Context: an optimization exercise on an open-source flow, tuned for small area and a short achievable clock period. The choices shown serve that exercise and are no tape-out recipe. The RTL of this run was laid out without a check of its function.

File: design/flow/design.v
module top (
    input clk,
    input rst_n,
    input vld_in,
    input [31:0] x,
    output reg vld_out,
    output reg [16:0] y
);
    wire [2:0] s1_0_sum = {1'b0, x[31:30]} - 3'd1;
    wire [1:0] s1_0_r = s1_0_sum[1:0];
    wire [0:0] s1_0_q = ~s1_0_sum[2];
    wire s1_1_s = ~s1_0_q[0];
    wire [3:0] s1_1_sum = {s1_0_r, x[29:28]} + {~s1_1_s, s1_0_q ^ {1{~s1_1_s}}, 2'b11};
    wire [2:0] s1_1_r = s1_1_sum[2:0];
    wire [1:0] s1_1_q = {s1_0_q, ~s1_1_sum[3]};
    wire s1_2_s = ~s1_1_q[0];
    wire [4:0] s1_2_sum = {s1_1_r, x[27:26]} + {~s1_2_s, s1_1_q ^ {2{~s1_2_s}}, 2'b11};
    wire [3:0] s1_2_r = s1_2_sum[3:0];
    wire [2:0] s1_2_q = {s1_1_q, ~s1_2_sum[4]};
    wire s1_3_s = ~s1_2_q[0];
    wire [5:0] s1_3_sum = {s1_2_r, x[25:24]} + {~s1_3_s, s1_2_q ^ {3{~s1_3_s}}, 2'b11};
    wire [4:0] s1_3_r = s1_3_sum[4:0];
    wire [3:0] s1_3_q = {s1_2_q, ~s1_3_sum[5]};
    reg v1;
    always @(posedge clk or negedge rst_n)
        if (!rst_n) v1 <= 1'b0;
        else v1 <= vld_in;
    reg [3:0] q1;
    reg [4:0] r1;
    reg [23:0] x1;
    always @(posedge clk) begin
        q1 <= s1_3_q;
        r1 <= s1_3_r;
        x1 <= x[23:0];
    end
    wire s2_4_s = ~q1[0];
    wire [6:0] s2_4_sum = {r1, x1[23:22]} + {~s2_4_s, q1 ^ {4{~s2_4_s}}, 2'b11};
    wire [5:0] s2_4_r = s2_4_sum[5:0];
    wire [4:0] s2_4_q = {q1, ~s2_4_sum[6]};
    wire s2_5_s = ~s2_4_q[0];
    wire [7:0] s2_5_sum = {s2_4_r, x1[21:20]} + {~s2_5_s, s2_4_q ^ {5{~s2_5_s}}, 2'b11};
    wire [6:0] s2_5_r = s2_5_sum[6:0];
    wire [5:0] s2_5_q = {s2_4_q, ~s2_5_sum[7]};
    reg v2;
    always @(posedge clk or negedge rst_n)
        if (!rst_n) v2 <= 1'b0;
        else v2 <= v1;
    reg [5:0] q2;
    reg [6:0] r2;
    reg [19:0] x2;
    always @(posedge clk) begin
        q2 <= s2_5_q;
        r2 <= s2_5_r;
        x2 <= x1[19:0];
    end
    wire s3_6_s = ~q2[0];
    wire [8:0] s3_6_sum = {r2, x2[19:18]} + {~s3_6_s, q2 ^ {6{~s3_6_s}}, 2'b11};
    wire [7:0] s3_6_r = s3_6_sum[7:0];
    wire [6:0] s3_6_q = {q2, ~s3_6_sum[8]};
    reg v3;
    always @(posedge clk or negedge rst_n)
        if (!rst_n) v3 <= 1'b0;
        else v3 <= v2;
    reg [6:0] q3;
    reg [7:0] r3;
    reg [17:0] x3;
    always @(posedge clk) begin
        q3 <= s3_6_q;
        r3 <= s3_6_r;
        x3 <= x2[17:0];
    end
    wire s4_7_s = ~q3[0];
    wire [9:0] s4_7_sum = {r3, x3[17:16]} + {~s4_7_s, q3 ^ {7{~s4_7_s}}, 2'b11};
    wire [8:0] s4_7_r = s4_7_sum[8:0];
    wire [7:0] s4_7_q = {q3, ~s4_7_sum[9]};
    reg v4;
    always @(posedge clk or negedge rst_n)
        if (!rst_n) v4 <= 1'b0;
        else v4 <= v3;
    reg [7:0] q4;
    reg [8:0] r4;
    reg [15:0] x4;
    always @(posedge clk) begin
        q4 <= s4_7_q;
        r4 <= s4_7_r;
        x4 <= x3[15:0];
    end
    wire s5_8_s = ~q4[0];
    wire [10:0] s5_8_sum = {r4, x4[15:14]} + {~s5_8_s, q4 ^ {8{~s5_8_s}}, 2'b11};
    wire [9:0] s5_8_r = s5_8_sum[9:0];
    wire [8:0] s5_8_q = {q4, ~s5_8_sum[10]};
    reg v5;
    always @(posedge clk or negedge rst_n)
        if (!rst_n) v5 <= 1'b0;
        else v5 <= v4;
    reg [8:0] q5;
    reg [9:0] r5;
    reg [13:0] x5;
    always @(posedge clk) begin
        q5 <= s5_8_q;
        r5 <= s5_8_r;
        x5 <= x4[13:0];
    end
    wire s6_9_s = ~q5[0];
    wire [11:0] s6_9_sum = {r5, x5[13:12]} + {~s6_9_s, q5 ^ {9{~s6_9_s}}, 2'b11};
    wire [10:0] s6_9_r = s6_9_sum[10:0];
    wire [9:0] s6_9_q = {q5, ~s6_9_sum[11]};
    reg v6;
    always @(posedge clk or negedge rst_n)
        if (!rst_n) v6 <= 1'b0;
        else v6 <= v5;
    reg [9:0] q6;
    reg [10:0] r6;
    reg [11:0] x6;
    always @(posedge clk) begin
        q6 <= s6_9_q;
        r6 <= s6_9_r;
        x6 <= x5[11:0];
    end
    wire s7_10_s = ~q6[0];
    wire [12:0] s7_10_sum = {r6, x6[11:10]} + {~s7_10_s, q6 ^ {10{~s7_10_s}}, 2'b11};
    wire [11:0] s7_10_r = s7_10_sum[11:0];
    wire [10:0] s7_10_q = {q6, ~s7_10_sum[12]};
    reg v7;
    always @(posedge clk or negedge rst_n)
        if (!rst_n) v7 <= 1'b0;
        else v7 <= v6;
    reg [10:0] q7;
    reg [11:0] r7;
    reg [9:0] x7;
    always @(posedge clk) begin
        q7 <= s7_10_q;
        r7 <= s7_10_r;
        x7 <= x6[9:0];
    end
    wire s8_11_s = ~q7[0];
    wire [13:0] s8_11_sum = {r7, x7[9:8]} + {~s8_11_s, q7 ^ {11{~s8_11_s}}, 2'b11};
    wire [12:0] s8_11_r = s8_11_sum[12:0];
    wire [11:0] s8_11_q = {q7, ~s8_11_sum[13]};
    reg v8;
    always @(posedge clk or negedge rst_n)
        if (!rst_n) v8 <= 1'b0;
        else v8 <= v7;
    reg [11:0] q8;
    reg [12:0] r8;
    reg [7:0] x8;
    always @(posedge clk) begin
        q8 <= s8_11_q;
        r8 <= s8_11_r;
        x8 <= x7[7:0];
    end
    wire s9_12_s = ~q8[0];
    wire [14:0] s9_12_sum = {r8, x8[7:6]} + {~s9_12_s, q8 ^ {12{~s9_12_s}}, 2'b11};
    wire [13:0] s9_12_r = s9_12_sum[13:0];
    wire [12:0] s9_12_q = {q8, ~s9_12_sum[14]};
    reg v9;
    always @(posedge clk or negedge rst_n)
        if (!rst_n) v9 <= 1'b0;
        else v9 <= v8;
    reg [12:0] q9;
    reg [13:0] r9;
    reg [5:0] x9;
    always @(posedge clk) begin
        q9 <= s9_12_q;
        r9 <= s9_12_r;
        x9 <= x8[5:0];
    end
    wire s10_13_s = ~q9[0];
    wire [15:0] s10_13_sum = {r9, x9[5:4]} + {~s10_13_s, q9 ^ {13{~s10_13_s}}, 2'b11};
    wire [14:0] s10_13_r = s10_13_sum[14:0];
    wire [13:0] s10_13_q = {q9, ~s10_13_sum[15]};
    reg v10;
    always @(posedge clk or negedge rst_n)
        if (!rst_n) v10 <= 1'b0;
        else v10 <= v9;
    reg [13:0] q10;
    reg [14:0] r10;
    reg [3:0] x10;
    always @(posedge clk) begin
        q10 <= s10_13_q;
        r10 <= s10_13_r;
        x10 <= x9[3:0];
    end
    wire s11_14_s = ~q10[0];
    wire [16:0] s11_14_sum = {r10, x10[3:2]} + {~s11_14_s, q10 ^ {14{~s11_14_s}}, 2'b11};
    wire [15:0] s11_14_r = s11_14_sum[15:0];
    wire [14:0] s11_14_q = {q10, ~s11_14_sum[16]};
    reg v11;
    always @(posedge clk or negedge rst_n)
        if (!rst_n) v11 <= 1'b0;
        else v11 <= v10;
    reg [14:0] q11;
    reg [15:0] r11;
    reg [1:0] x11;
    always @(posedge clk) begin
        q11 <= s11_14_q;
        r11 <= s11_14_r;
        x11 <= x10[1:0];
    end
    wire s12_15_s = ~q11[0];
    wire [17:0] s12_15_sum = {r11, x11[1:0]} + {~s12_15_s, q11 ^ {15{~s12_15_s}}, 2'b11};
    wire [15:0] s12_15_q = {q11, ~s12_15_sum[17]};
    reg v12;
    always @(posedge clk or negedge rst_n)
        if (!rst_n) v12 <= 1'b0;
        else v12 <= v11;
    reg [15:0] q12;
    always @(posedge clk) begin
        q12 <= s12_15_q;
    end
    reg v13;
    always @(posedge clk or negedge rst_n)
        if (!rst_n) v13 <= 1'b0;
        else v13 <= v12;
    reg [15:0] q13;
    always @(posedge clk) begin
        q13 <= q12;
    end
    reg v14;
    always @(posedge clk or negedge rst_n)
        if (!rst_n) v14 <= 1'b0;
        else v14 <= v13;
    reg [15:0] q14;
    always @(posedge clk) begin
        q14 <= q13;
    end
    reg v15;
    always @(posedge clk or negedge rst_n)
        if (!rst_n) v15 <= 1'b0;
        else v15 <= v14;
    reg [15:0] q15;
    always @(posedge clk) begin
        q15 <= q14;
    end
    reg v16;
    always @(posedge clk or negedge rst_n)
        if (!rst_n) v16 <= 1'b0;
        else v16 <= v15;
    reg [15:0] q16;
    always @(posedge clk) begin
        q16 <= q15;
    end
    always @(posedge clk or negedge rst_n)
        if (!rst_n) begin
            vld_out <= 1'b0;
            y <= 17'd0;
        end else begin
            vld_out <= v16;
            y <= {1'b0, q16 & {16{v16}}};
        end
endmodule
File: design/flow/flow/run.sh
#!/bin/bash
# Standard ORFS layout, with the port buffers made from buf_2 cells instead of
# the flow's default choice (a slow clkdlybuf4s50_1 delay cell).
set -euo pipefail
export BUFFER_PORTS_ARGS="-buffer_cell sky130_fd_sc_hd__buf_2"
bash standard.sh > standard_flow.log 2>&1
File: design/flow/standard.sh
#!/bin/bash
# synth_recipe.tcl (not shown) runs the flow's synth.tcl, then flattens the netlist and writes it again
# the make line also repeats each setting of config.mk as NAME=value (left out here)
make -C /OpenROAD-flow-scripts/flow DESIGN_CONFIG=/design/flow/config.mk WORK_HOME=/design/flow/orfs CLKGATE_MAP_FILE= SYNTH_SCRIPT=/design/flow/synth_recipe.tcl "${@:-finish}"
File: design/flow/config.mk
export PLATFORM = sky130hd
export DESIGN_NAME = top
export DESIGN_NICKNAME = top
export VERILOG_FILES = /design/flow/design.v
export SDC_FILE = /design/flow/constraint.sdc
export NUM_CORES = 4
export LEC_CHECK = 0
export CAP_MARGIN = 20
export CORE_MARGIN = 2
export CORE_UTILIZATION = 40
export CTS_BUF_LIST = sky130_fd_sc_hd__clkbuf_8
export CTS_CLUSTER_DIAMETER = 50
export CTS_CLUSTER_SIZE = 16
export SLEW_MARGIN = 20
File: design/flow/constraint.sdc
create_clock -name core_clock -period 10.0 [get_ports {clk}]
set_input_delay 2.0000 -clock core_clock [delete_from_list [all_inputs] [get_ports {clk}]]
set_output_delay 2.0000 -clock core_clock [all_outputs]
set_load 0.01 [all_outputs]
==> results.cfg <==
[detailed_routing]
detailedRoute.firstIterationViolations = 294
first_pass_iters = 4
drtAntennaViolNets = 0
vias = 8659
drt-wirelength-per-cell_um = 11.9
drt_wl_total_um = 23000
routed_via_density = 4.48
drc = 0

[sta]
time_the_worst_path_needs_with_i_o_delays_and_setup_ns = 4.24
hold_slack_ns = 0.303
final_report_max_slew_violation_count = 0
finalSetupTns_ns = 0
final.setup_skew_ns = 0.0401
fmaxAchievable_mhz = 236
worst_slew_pin_slew_ns = 0.770
rsz0062_at_grt = false
finalHoldViolations = 0
finalCritPeriodShare_pct = 42.4
timing.max_slew.rel_slack_pct = 48.6
setup_viol_count_final = 0

[synthesis]
synth.avg_cell_area_sq_um = 12.2
synthesis.nets = 1456
synthCells = 1302
synth.yosys.warnings = 1
dominant_register_cell_in_the_synthesized_netlist = sky130_fd_sc_hd__dfxtp_1
yosys.cell_types.count = 71
synth_seq_cells = 476
portion_of_the_post_synthesis_area_used_by_sequential_elements_pct = 61.2
netlist_area_sq_um = 15900
synth_enable_flop_cells = 0
asyncSetResetFlopFracSynth_pct = 6.93

[placement]
io_buffer_count = 51
place.detailed.instances = 1857
dp.final_hpwl_um = 16400
gp_congestion = 0.766

[setup_path]
crit_path_max_fanout = 4
cp.required_ns = 10.48
reg2reg_from = q10[0]
worst_r2r_endpoint = r11[15]
critical_path.startpoint_type = input pin
r2r_slack_ns = 7.19
reg2reg_path_depth = 8
endpoint_kind = register
cp.arrival_ns = 4.72
timing_worst_setup_path_type = input pin to register

[cts]
cts_stage_hold_buffer_count = 0
tritoncts = yes
clk_pin_slew_ns = 0.09
cts.sink_count = 476
clkLatencyLatePin_ns = 0.63
maximum_clock_insertion_buffer_count = 3
htreeDepth = 2
cts-root-buf = sky130_fd_sc_hd__clkbuf_8
post_cts.repair.setup_buffers = 0
number_of_buffers_created_by_cts = 43
cts-resized-gates = 0

[global_route]
globalRouteTotalUtil_pct = 11.7
first_global_vias = 8855
grt_pass1_wl_um = 40100
largest_net_degree_at_the_start_of_global_routing = 34
grt_antenna_before_repair = 0
global_route.overflow_total = 0

[min_path]
holdPathEnd = x7[5]
worstHoldStart = x6[5]
worstHoldPathType = register to register
worstHoldPathCells = 0

[floorplanning]
die_w_um = 203
die_h_um = 203
placement_rows = 72
total_die_area_sq_um = 41200
design.core.area_sq_um = 38900
initial_standard_cell_utilization_of_the_core_pct = 40.7
design.portCount = 53

[finish]
number_of_fill_cells_in_the_layout = 3629
nets = 1538
layout-drive-gt1-share_pct = 9.33
layout_common_cells = sky130_fd_sc_hd__dfxtp_1, sky130_fd_sc_hd__xor2_1, sky130_fd_sc_hd__ha_1, sky130_fd_sc_hd__xnor2_1, sky130_fd_sc_hd__inv_1
antenna_cells = 0
layoutNonFillerInstCount = 1933
most_frequent_standard_cell_in_the_layout_excluding_fill_and_tap_cells = sky130_fd_sc_hd__dfxtp_1
area_growth_syn_to_layout_pct = 11.1

[flow_run]
max_cap_viol_count = 0

[run_status]
outcome = no timing/DRC/antenna violations
state kept, by name, summed over array words and instances (netlist names), 13 cells and up:
name and count:
y 16, r9 14, q10 14, q12 16
x5 14, q13 16, r8 13, x4 16
x1 24, q15 16, q16 16, r10 15
x3 18, q9 13, q14 16, q11 15
x2 20, r11 16
routing by layer:
layer,wire length [um],up-vias,GRT usage (%)
met1,10100,3972,13.2
met4,685,0,5.60
met5,0,-,0
met2,11400,110,20.9
met3,841,48,2.68
li1,-,4529,-
kinds of logic after synthesis:
kind of cell | after synthesis | synth area share, %
compound gates | 208 | 8.86
xor+xnor | 223 | 12.4
fa+ha+maj | 119 | 9.39
buf+inv | 84 | 2.01
flops | 476 | 61.2
mux | 1 | 0.0631
other cells | 1 | 0.0237
simple gates | 190 | 6.13
critical path, cell delays in order:
cell                       delay, ns
sky130_fd_sc_hd__buf_2          0.13
sky130_fd_sc_hd__nor3_1         0.35
sky130_fd_sc_hd__xnor2_1        0.12
sky130_fd_sc_hd__ha_1           0.33
sky130_fd_sc_hd__a31oi_1        0.22
sky130_fd_sc_hd__xor2_1         0.10
sky130_fd_sc_hd__xnor2_1        0.39
sky130_fd_sc_hd__xnor2_1        0.17
sky130_fd_sc_hd__ha_1           0.33
sky130_fd_sc_hd__nand2_1        0.07
sky130_fd_sc_hd__o21bai_1       0.16
sky130_fd_sc_hd__a21oi_1        0.10
sky130_fd_sc_hd__xnor2_1        0.13
sky130_fd_sc_hd__xnor2_1        0.12
layout make-up:
cell class	count	area, sq um	area share [%]
flip-flops and latches	476	9690	55.1
inverters	69	259	1.47
well taps	518	648	3.68
clock buffers	44	606	3.44
multi-input cells	742	5840	33.2
repair buffers	52	263	1.49
clock inverters	32	298	1.69
synthesized netlist by cell type (3+ instances only):
cell | count | area, sq um
sky130_fd_sc_hd__dfxtp_1 | 443 | 8870
sky130_fd_sc_hd__xor2_1 | 127 | 1110
sky130_fd_sc_hd__ha_1 | 119 | 1490
sky130_fd_sc_hd__xnor2_1 | 95 | 832
sky130_fd_sc_hd__inv_1 | 68 | 255
sky130_fd_sc_hd__nor2_1 | 60 | 225
sky130_fd_sc_hd__a21oi_1 | 59 | 295
sky130_fd_sc_hd__dfrtp_1 | 33 | 826
sky130_fd_sc_hd__nand2_1 | 30 | 113
sky130_fd_sc_hd__o21ai_0 | 26 | 130
sky130_fd_sc_hd__a21o_1 | 23 | 173
sky130_fd_sc_hd__and2_1 | 18 | 113
sky130_fd_sc_hd__nor3_1 | 17 | 85.1
sky130_fd_sc_hd__o21a_1 | 17 | 128
sky130_fd_sc_hd__o21ai_1 | 15 | 75.1
sky130_fd_sc_hd__nand2b_1 | 13 | 81.3
sky130_fd_sc_hd__a31oi_1 | 11 | 68.8
sky130_fd_sc_hd__clkbuf_1 | 10 | 37.5
sky130_fd_sc_hd__o211ai_1 | 9 | 67.6
sky130_fd_sc_hd__nand3_1 | 8 | 40.0
sky130_fd_sc_hd__nor2b_1 | 8 | 50.1
sky130_fd_sc_hd__o21bai_1 | 6 | 45.0
sky130_fd_sc_hd__a211oi_1 | 5 | 37.5
sky130_fd_sc_hd__nand4_1 | 5 | 31.3
sky130_fd_sc_hd__o211a_1 | 5 | 50.1
sky130_fd_sc_hd__or3_1 | 5 | 31.3
sky130_fd_sc_hd__a211o_1 | 4 | 35.0
sky130_fd_sc_hd__and3b_1 | 4 | 35.0
sky130_fd_sc_hd__buf_1 | 4 | 15.0
sky130_fd_sc_hd__nor4_1 | 4 | 25.0
sky130_fd_sc_hd__a221oi_1 | 3 | 26.3
sky130_fd_sc_hd__nand4b_1 | 3 | 26.3
metrics by stage:
step	worst slack (ns)	instance area (sq um)	utilization [%]
CTS	5.83	17600	45.2
floorplan	5.55	15900	-
detailed placement	5.14	16700	42.9
finish	5.76	17600	45.2
global route	5.52	17600	45.2
global placement	5.26	16700	42.9
worst max path at each step:
stage,from,endpoint,slack (ns),cells after the start
floorplan,x[28],q1[0],5.55,13
global placement,x[28],q1[0],5.26,14
detailed placement,x[28],q1[0],5.14,14
CTS,x[28],q1[0],5.83,14
global route,x[28],q1[0],5.52,14
finish,x[28],q1[0],5.76,14

==> re-timing with driven ports <==
The results above use ideal ports. As a check the final layout listed here was re-extracted and re-timed, cells and wires unchanged.
Step 1 (the two cells are an assumption about what drives the block):
set clk [get_ports {clk}]
set_driving_cell -lib_cell sky130_fd_sc_hd__clkbuf_16 $clk
set_driving_cell -lib_cell sky130_fd_sc_hd__buf_2 [delete_from_list [all_inputs] $clk]
Step 2 times the ports against the registers' clock, not the clock port: input delays grow and output delays shrink by t, the midpoint of the rising clock arrivals with the driver on.
Slacks: ideal ports / drivers / drivers and shift; pairs: ideal ports / drivers.
shift t [ns]: 0.657
slack for setup (ns): 5.758 / 5.790 / 5.134
slew at the worst register clock pin (ns): 0.10 / 0.10
worst data-port slew with drivers (ns): 0.04
After both steps this run still meets setup and hold. The setup slack of this run moves by +0.032 ns with the drivers and by -0.624 ns with both steps.
